From an optimization exercise on the open Yosys and OpenROAD flow, aimed at a short achievable clock period and few clock cycles; shortcuts taken in it are not production practice. The RTL was checked by simulation tests, not by an equivalence proof against the original design. Power and IR drop assume default switching activity.

[flow/run.sh]
#!/bin/bash
# synth_recipe.tcl (not shown) runs the flow's synth.tcl, then flattens the netlist and writes it again
# the make line also repeats each setting of config.mk as NAME=value (left out here)
make -C /OpenROAD-flow-scripts/flow DESIGN_CONFIG=/design/flow/config.mk WORK_HOME=/design/flow/orfs CLKGATE_MAP_FILE= SYNTH_SCRIPT=/design/flow/synth_recipe.tcl finish
[flow/config.mk]
export PLATFORM = sky130hd
export DESIGN_NAME = bird
export DESIGN_NICKNAME = bird
export VERILOG_FILES = /design/flow/design.v
export SDC_FILE = /design/flow/constraint.sdc
export NUM_CORES = 4
export LEC_CHECK = 0
export CAP_MARGIN = 20
export CORE_MARGIN = 2
export CORE_UTILIZATION = 40
export SLEW_MARGIN = 20
[flow/constraint.sdc]
create_clock -name core_clock -period 7.0 [get_ports {clk}]
set_input_delay 1.4000 -clock core_clock [delete_from_list [all_inputs] [get_ports {clk}]]
set_output_delay 1.4000 -clock core_clock [all_outputs]
set_load 0.01 [all_outputs]
[flow/design.v]
module bird (
		input clk,
		input [15:0] data_in,
		output reg [15:0] data_out,
		output reg [15:0] address,
		output memwt,
		input rst
		);
reg [15:0] pc, ir;  
reg [4:0] state;  
reg [15:0] regbank [7:0]; 
reg zeroflag;  
reg [15:0] result;  
localparam	FETCH=4'b0000,
		LDI=4'b0001, 	 
		LD=4'b0010,		 
		ST=4'b0011,		 
		JZ=4'b0100,		 
		JMP=4'b0101,	 
		JMP2=4'b0110,	 
		ALU=4'b0111,	 
		PUSH=4'b1000,	 
		POP1=4'b1001,	 
		CALL=4'b1010,	 
		RET1=4'b1011,	 
		POP2=4'b1100,	 
		RET2=4'b1101,	 
		CALL2=4'b1110;	 
wire zeroresult; 
always @(posedge clk)
	if (rst)
		begin
			state <= FETCH;
			zeroflag <= 0;
			pc <= 0;
		end
	else
	case(state) 
		FETCH: 
			begin
				if ( data_in[15:12]==JZ)  
					if (zeroflag)   
						state <= JMP;
					else
						state <= FETCH;  
			else
				state <= data_in[15:12];  
				ir<=data_in;  
				pc<=pc+1;  
			end
		LDI:
			begin
				regbank[ ir[2:0] ] <= data_in;  
				pc<=pc+1;  
				state <= FETCH;
			end
		LD:
			begin
				regbank[ir[2:0]] <= data_in;
				state <= FETCH;  
				end 
		ST:
			begin
				state <= FETCH;  
			end
		JMP:
            begin
                pc <= pc+data_in;
                state <= FETCH;
            end
		ALU:
			begin
				regbank[ir[2:0]]<=result;
				zeroflag<=zeroresult;
				state <= FETCH;
			end
		PUSH:
			begin
				 regbank[7]<=regbank[7]-1;
				 state <= FETCH;
			end
		POP1:
			begin
				regbank[7]<=regbank[7]+1;
				state <= POP2;
			end
		POP2: 
			begin
				regbank[ir[2:0]] <= data_in;
				state <= FETCH;
			end
		CALL: 
			begin
				regbank[7] <=regbank[7] - 1; 
				state <= CALL2;
			end 
		CALL2:
			begin
				pc <= pc+data_in;
				state <= FETCH;
			end
		RET1:  
			begin 
				regbank[7]<=regbank[7]+1;
				state <= RET2;
			end
		RET2:  
			begin
				pc <= data_in;
				state <= FETCH;
			end
		default:
			begin
				state<= FETCH;
			end
	endcase
always @*
	case (state)
		LD:	address=regbank[ir[5:3]];
		ST:	address=regbank[ir[5:3]];
		PUSH:	address=regbank[7];
		POP2:	address=regbank[7];	 
		CALL:	address=regbank[7];	 
		RET2:	address=regbank[7];	 
		default: address=pc;
	endcase
assign memwt=(state==ST)|| (state==CALL) || (state==PUSH);  
always @*
	case (state)
		CALL: data_out = pc;  
		default: data_out = regbank[ir[8:6]];
	endcase
always @*  
	case (ir[11:9])
		3'h0: result = regbank[ir[8:6]]+regbank[ir[5:3]];  
		3'h1: result = regbank[ir[8:6]]-regbank[ir[5:3]];  
		3'h2: result = regbank[ir[8:6]]&regbank[ir[5:3]];  
		3'h3: result = regbank[ir[8:6]]|regbank[ir[5:3]];  
		3'h4: result = regbank[ir[8:6]]^regbank[ir[5:3]];  
		3'h7: case (ir[8:6])
			3'h0: result = !regbank[ir[5:3]];
			3'h1: result = regbank[ir[5:3]];
			3'h2: result = regbank[ir[5:3]]+1;
			3'h3: result = regbank[ir[5:3]]-1;
			default: result=16'h0000;
		     endcase
		default: result=16'h0000;
	endcase
assign zeroresult = ~|result;
endmodule
==> summary.txt <==
power breakdown:
part           switching (uW)  internal, uW
Combinational             962           720
Sequential               88.1          1130
Clock                     481           491
area by class of cell:
| cell class | count | area [um^2] | share of cell area [%] |
|---|---|---|---|
| flip-flops and latches | 167 | 4750 | 33.8 |
| inverters | 52 | 198 | 1.41 |
| clock inverters | 15 | 196 | 1.40 |
| well taps | 396 | 495 | 3.53 |
| multi-input cells | 899 | 7210 | 51.3 |
| clock buffers | 17 | 425 | 3.03 |
| repair buffers | 86 | 771 | 5.49 |
registers in the layout, summed over array words and instances (netlist names), named ones only:
signal    count
pc           16
ir           12
state         4
regbank     128
zeroflag      1
path summary, 6_finish.rpt:
path              startpoint             end  cells after the start
setup / recovery        flop  regbank[2][13]                     17
hold / removal         ir[5]            flop                      2
setup reg to reg        flop  regbank[2][13]                     17
hold reg to reg        ir[5]            flop                      2
worst max-delay path, stage by stage, from the launching register on:
cell	delay, ps
dfxtp_2	720
buf_4	380
mux4_2	530
mux2i_1	660
nand4_1	290
nor3_1	400
nor2_1	110
xnor2_1	160
ha_1	340
and3_1	160
a21oi_1	120
o21ai_0	130
nor2_1	150
xor2_1	160
nor2_1	60
or4_4	550
mux2i_1	280
o21ai_0	330
Yosys cell counts, drive strengths merged, types with 27 or more instances:
library cell / number
a21oi: 79
a22oi: 32
clkbuf: 53
dfxtp: 27
edfxtp: 140
ha: 78
inv: 51
mux2i: 51
mux4: 64
nand2: 99
nor2: 107
o21ai: 83
xnor2: 40
cells by family (layout without fill, tap and decap cells):
kind of cell	after synthesis	after routing	share of synthesized area (%)
AND/OR/NAND/NOR	347	347	13.7
AO/OA/AOI/OAI	301	301	15.6
flip-flops	167	167	38.2
buffers and inverters	122	170	3.94
multiplexers	119	119	16.7
adder cells (fa/ha/maj)	81	81	8.33
XOR/XNOR	51	51	3.59
metal layers:
layer	vias to the layer above	share of wire, %
li1	4617	-
met1	5057	42
met2	476	48
met3	78	7.0
met4	0	3.5
met5	-	0
stage by stage:
step | setup slack [ps] | hold slack [ps] | total power [uW] | util, %
global route | 694 | 468 | 4070 | 45.9
floorplan | 2270 | 415 | 2360 | -
CTS | 1160 | 450 | 3850 | 45.9
global placement | 1260 | 435 | 2870 | 43.9
detailed placement | 1210 | 438 | 2880 | 43.9
finish | 1100 | 450 | 3870 | 45.9
==> results.ini <==
[status]
status=timing/DRC/antenna clean

[job]
drv_cap=0

[placement]
gp_congestion=0.928
dp_hpwl_um=29300
io_buffers=50
dpl_cell_area_um2=13400
place_inst=1600

[timing]
tightest_slew_ps=1110
timing.fmax_ghz=0.169
slew_violations=0
post-route-min-period_ps=5900
relSlewSlack_pct=26.1
post-route-period-util_pct=84.3
setup_violations=0
finClkSkew_ps=10.9
timing.setup.tns_ps=0
rsz0062_at_grt=no
hold_viol_final=0

[critical_path]
reg2reg_setup_slack_ps=1100
worstSetupStartpointType=flop
endpoint_kind=flop
cp_max_fo=17
arrival_ps=5990
crit_type=reg -> reg
required_ps=7090

[synth]
synth_area_per_cell_um2=10.5
netlist_top_cells_area=edfxtp_1 (34%), mux4_2 (11%), ha_1 (7.9%)
ys_warn_count=1
synth.ff_latch_count=167
ys_seq_area_share_pct=38.2
synthFlopType=edfxtp_1
synth_nets=1287
syn_area_um2=12400
yosysTopAreaCellShare_pct=33.8
yosysUniqueCellTypes=86
netlist_instances=1188
synthArstFlopShare_pct=0
synth_top_area_cell=edfxtp_1
synth_edf_count=140

[final_layout]
layout.nets=1322
layout_common_cells=edfxtp_1 (140), nor2_1 (105), nand2_1 (99)
fin_area_um2=14000
drive_gt1_share_pct=13.4
synthToLayoutAreaGrowth_pct=13.0
fin_cells=1632
antenna_cells=0
final_common_cell=edfxtp_1
nFillCells=2845

[drt]
drc=0
via_per_inst=6.27
wl_per_cell_um=24.6
drtIter0Drc=1014
vias=10200
drt_pass1_iterations=5
ant_nets=0
routed_wl_um=40100

[min_path]
hold_class=reg -> reg

[clock_tree]
clk_path_buf_depth=2
cts_tree=done
clk_pin_slew_ps=70
htree_levels=4
cts_root_buffer=clkbuf_16
clock_latency_ps=450
cts_buffers=17
clock_sinks=167
post-cts-setup-buffers=0
cts.hold.buffers_added=0
cts_resized=0

[floorplanning]
fp.dieH_um=180
die_area_um2=32500
core_um2=30600
die_w_um=180
start_util_pct=40.6
num_io_pins=51
rows=64

[power]
p_leak_uw=0.00523
vdd_ir_drop_max_mv=0.196
power_density_nw_per_um2=275

[global_route]
grt_use_met2_pct=40.8
grt-ovfl-total=0
grt_util_met1_pct=32.0
grt_max_degree=33
grt_pass1_vias=9671
grt_pass1_wl_um=60300
grt_usage_pct=24.4
grt-busiest-layer=met2
grtUsageMet3_pct=3.78
antenna_found_initial=0

Testbench counts, summed over its fixed seeds: cycles 112,848.

==> what the ideal ports hide <==
How much do the figures lean on ideal ports? The routed layout below was timed once more, with nothing changed but the port constraints. Step 1 assumes that a clkbuf_16 drives the clock port and a buf_2 every other input. Step 2, shift: input delay + t, output delay - t, t = (earliest + latest rising clock arrival at the registers) / 2. This alone moves slack from input paths to output paths. Three values: no drivers, after step 1, after step 2; two values: the first two.
shift t [ns]: 0.487
slack for setup (ns): 1.098 / 1.098 / 1.098
worst setup path after step 2: register to register
After both steps setup and hold are still met in this run. For this run, drivers alone change the setup slack by 0.000 ns; drivers and shift together by 0.000 ns.
